Context: an optimization exercise on an open-source flow, tuned for small area and a short achievable clock period. The choices shown serve that exercise and are no tape-out recipe.
Function was checked by simulation only, so behaviour that the tests miss may differ from the original.
Power figures rest on the tool's default switching activity, not on a simulated workload.

== run A ==
## topmodule
module topmodule (input clk, input reset,
	output [31:0] imem_addr, input [31:0] imem_data,
	output rf_r_we, output [2:0] rf_r_addr, output [31:0] rf_r_data,
	output rf_s_we, output [2:0] rf_s_addr, output [31:0] rf_s_data,
	output dm_we, output [3:0] dm_addr, output [7:0] dm_wdata,
	output [31:0] epc, output [1:0] cause);
Size in the first run: about 4600 cells after synthesis, roughly 760 flip-flops, ~34000 um^2 of cells after synthesis.
clock: 6.5 ns
lec_check: 0
abc_area: 1
cap_margin: 20
core_margin: 2
core_utilization: 30
setup_slack_margin: 3.5
slew_margin: 20
standard.sh (not shown) runs the stock make flow with config.mk's settings and CLKGATE_MAP_FILE= SYNTH_SCRIPT=/design/flow/synth_recipe.tcl, a recipe that flattens the netlist after the stock synthesis.
==> flow/flow/run.sh <==
#!/bin/bash
# Own layout flow: the standard flow (standard.sh) with two layout changes: the port
# buffers are sky130_fd_sc_hd__buf_2 cells instead of the delay cells buffer_ports picks by
# default, and the clock tree uses larger sink clusters and no dummy loads. The synthesis is
# the standard one. Each step's output goes to a log file in this folder, and ORFS keeps its
# own per-step logs under orfs/logs.
set -euo pipefail
W=$(pwd)
export BUFFER_PORTS_ARGS="-buffer_cell sky130_fd_sc_hd__buf_2"
export CTS_ARGS="-sink_clustering_enable -repair_clock_nets -dont_use_dummy_load -sink_clustering_size 24 -sink_clustering_max_diameter 100"
bash standard.sh synth > $W/flow_synth.log 2>&1
bash standard.sh > $W/flow_layout.log 2>&1
Setup changes, run A to run B
- a change of SETUP_SLACK_MARGIN from 3.5 to 4.0
- a change of CORE_UTILIZATION from 30 to 40
Notes after the runs:
- Run A finished every step from synthesis to the final layout, and the layout passed the timing, design-rule and antenna checks.
- Both conditions hold for run B: the flow ran to the end and the final layout passed the timing, design-rule and antenna checks.
- Global-route wire length before repair across run A and run B: no real change.
- Cmp run B vs run A: aggregate global-route resource usage higher in run B
- Of run A and run B, the higher largest net degree at the start of global routing belongs to run B.
- Compared with run A, run B shows a placer's final routability congestion estimate that is 0.022 higher.
- Routed wire in run B totals more than in run A.
- Run B — least setup slack across all paths after layout 0.11 ns higher, run A as reference
- NOTE: total power in run B exceeds that of run A
- Of the two values seen for endpoint of the most critical setup path, dm_wdata[0] was produced by run A and epc[24] by run B.
- Cell area after placement in run B is about 1.3% below run A.
The following lists how run C was set up differently from run B:
- a change of CORE_UTILIZATION from 40 to 55
- a change of SETUP_SLACK_MARGIN from 4.0 to 3.5
==> comparison <==
- The final layouts of run C and run B pass the timing, design-rule and antenna checks.
- Cell area (run C over run B): decrease, 8.2%
- [run C] tap cell count fell about 30% relative to run B
- In run C the met3 global-route usage turned out 6.3 points higher than in run B.
- Max final critical-path required period across run C and run B: run C
- [diff] maximum operating frequency, run C relative to run B: regression
- Compared to run B, run C has slew at the pin with the worst max-slew slack 0.047 ns higher.

## lane 1
topmodule again, from the RTL that the note above started with.
export LEC_CHECK = 0
export ABC_AREA = 1
export CAP_MARGIN = 0
export CORE_MARGIN = 2
export CORE_UTILIZATION = 40
export SETUP_SLACK_MARGIN = 3.5
export SLEW_MARGIN = 0
create_clock -name core_clock -period 6.5 [get_ports {clk}]
Scripts as last shown in full above: flow/flow/run.sh
Lane 1 completed every stage of the flow, and the final layout passed the timing, design-rule and antenna checks.
What lane 2 does differently from lane 1 at the input level:
- SLEW_MARGIN changed from 0 to 20
- CAP_MARGIN changed from 0 to 20
## What came out
Between lane 2 and lane 1, the share of the clock period used by the worst path is higher for lane 2.
Between lane 2 and lane 1, the power does not differ in any meaningful way.
Run comparison: lane 2 cell with the biggest individual delay on the critical path sky130_fd_sc_hd__dfxtp_1; lane 1 cell with the biggest individual delay on the critical path sky130_fd_sc_hd__dfxtp_4
Status | lane 2 and lane 1 | clean
Relative to lane 1, transition time of the tightest slew-check pin decreased by 46 ps in lane 2.
Edits applied to the flow inputs when going from lane 2 to lane 3:
- PLACE_DENSITY now 0.7, previously not set
- GPL_ROUTABILITY_DRIVEN now 0, previously not set
[summary]
- Global routing met2 resource utilization: lane 3 vs lane 2 down 4.6 points
- Sum of met2 wire segment lengths after detailed routing: lane 3 vs lane 2 down about 9%
- Count of non-filler cells in the finished layout across lane 2 and lane 3: no real change.
- Comparing lane 3 with lane 2, the number of nets in the final layout came out essentially unchanged.
- Re non-clock buffer contribution to total cell area: lane 2 and lane 3 aren't equal, and the lower value belongs to lane 3.
- Lane 3 | status: complete | timing, DRC, antenna: pass
- In the final reports, the cell area of lane 3 is smaller than that of lane 2.
- Compared with lane 2, in lane 3 fmax went down, routed metal-1 wirelength went down.
- Summary — final period demand of the worst path, lane 3 relative to lane 2: higher, by 54 ps.
- What lane 2 reported for CTS buffer count has to be multiplied by 0.925 to get the figure for lane 3.
### lane 3 -> lane 4
- PLACE_DENSITY removed (was 0.7)
- GPL_ROUTABILITY_DRIVEN removed (was 0)
- SETUP_SLACK_MARGIN changed from 3.5 to 3.25
==> results.txt <==
Endpoint arrival time on the critical path up 50 ps in lane 4 wrt lane 3. When the final numbers for lane 3 and lane 4 were put side by side, the clock network fraction of design power turned out to be greater in lane 4. On final cell count, lane 3 tracks lane 4 almost exactly. Lane 3 and lane 4 ended up with roughly the same fraction of the core area covered by cells at the end of the flow.

==> port drivers added, routing unchanged <==
How much do the figures lean on ideal ports? The routed layouts below were timed once more, with nothing changed but the port constraints. Step 1, drivers: a clkbuf_16 drives clk and a buf_2 each remaining input, both assumed. Step 2 times the ports against the registers' clock, not the clock port: input delays grow and output delays shrink by t, the midpoint of the rising clock arrivals with the driver on. a / b / c = ideal ports / drivers / drivers and shift; a / b = the first two.
run	shift t [ns]	slack for setup (ns)	hold WS [ns]	worst setup path at the end	slew at the worst register clock pin (ns)
run A	0.655	3.510 / 3.443 / 3.008	0.310 / 0.310 / 0.310	input to register	0.11 / 0.11
run B	0.643	3.621 / 3.553 / 3.424	0.287 / 0.287 / 0.287	input to register	0.11 / 0.11
run C	0.657	3.489 / 3.422 / 2.930	0.333 / 0.333 / 0.333	input to register	0.10 / 0.10
lane 1	0.650	3.582 / 3.516 / 2.974	0.300 / 0.300 / 0.300	input to register	0.10 / 0.10
lane 2	0.650	3.570 / 3.504 / 2.957	0.300 / 0.300 / 0.300	input to register	0.10 / 0.10
lane 3	0.659	3.516 / 3.524 / 2.901	0.317 / 0.317 / 0.317	input to register	0.11 / 0.11
lane 4	0.649	3.300 / 3.300 / 2.725	0.294 / 0.294 / 0.294	input to register	0.10 / 0.10
After both steps setup and hold are still met in every run listed. For lane 3, which loses most, drivers alone change the setup slack by +0.008 ns; drivers and shift together by -0.615 ns.
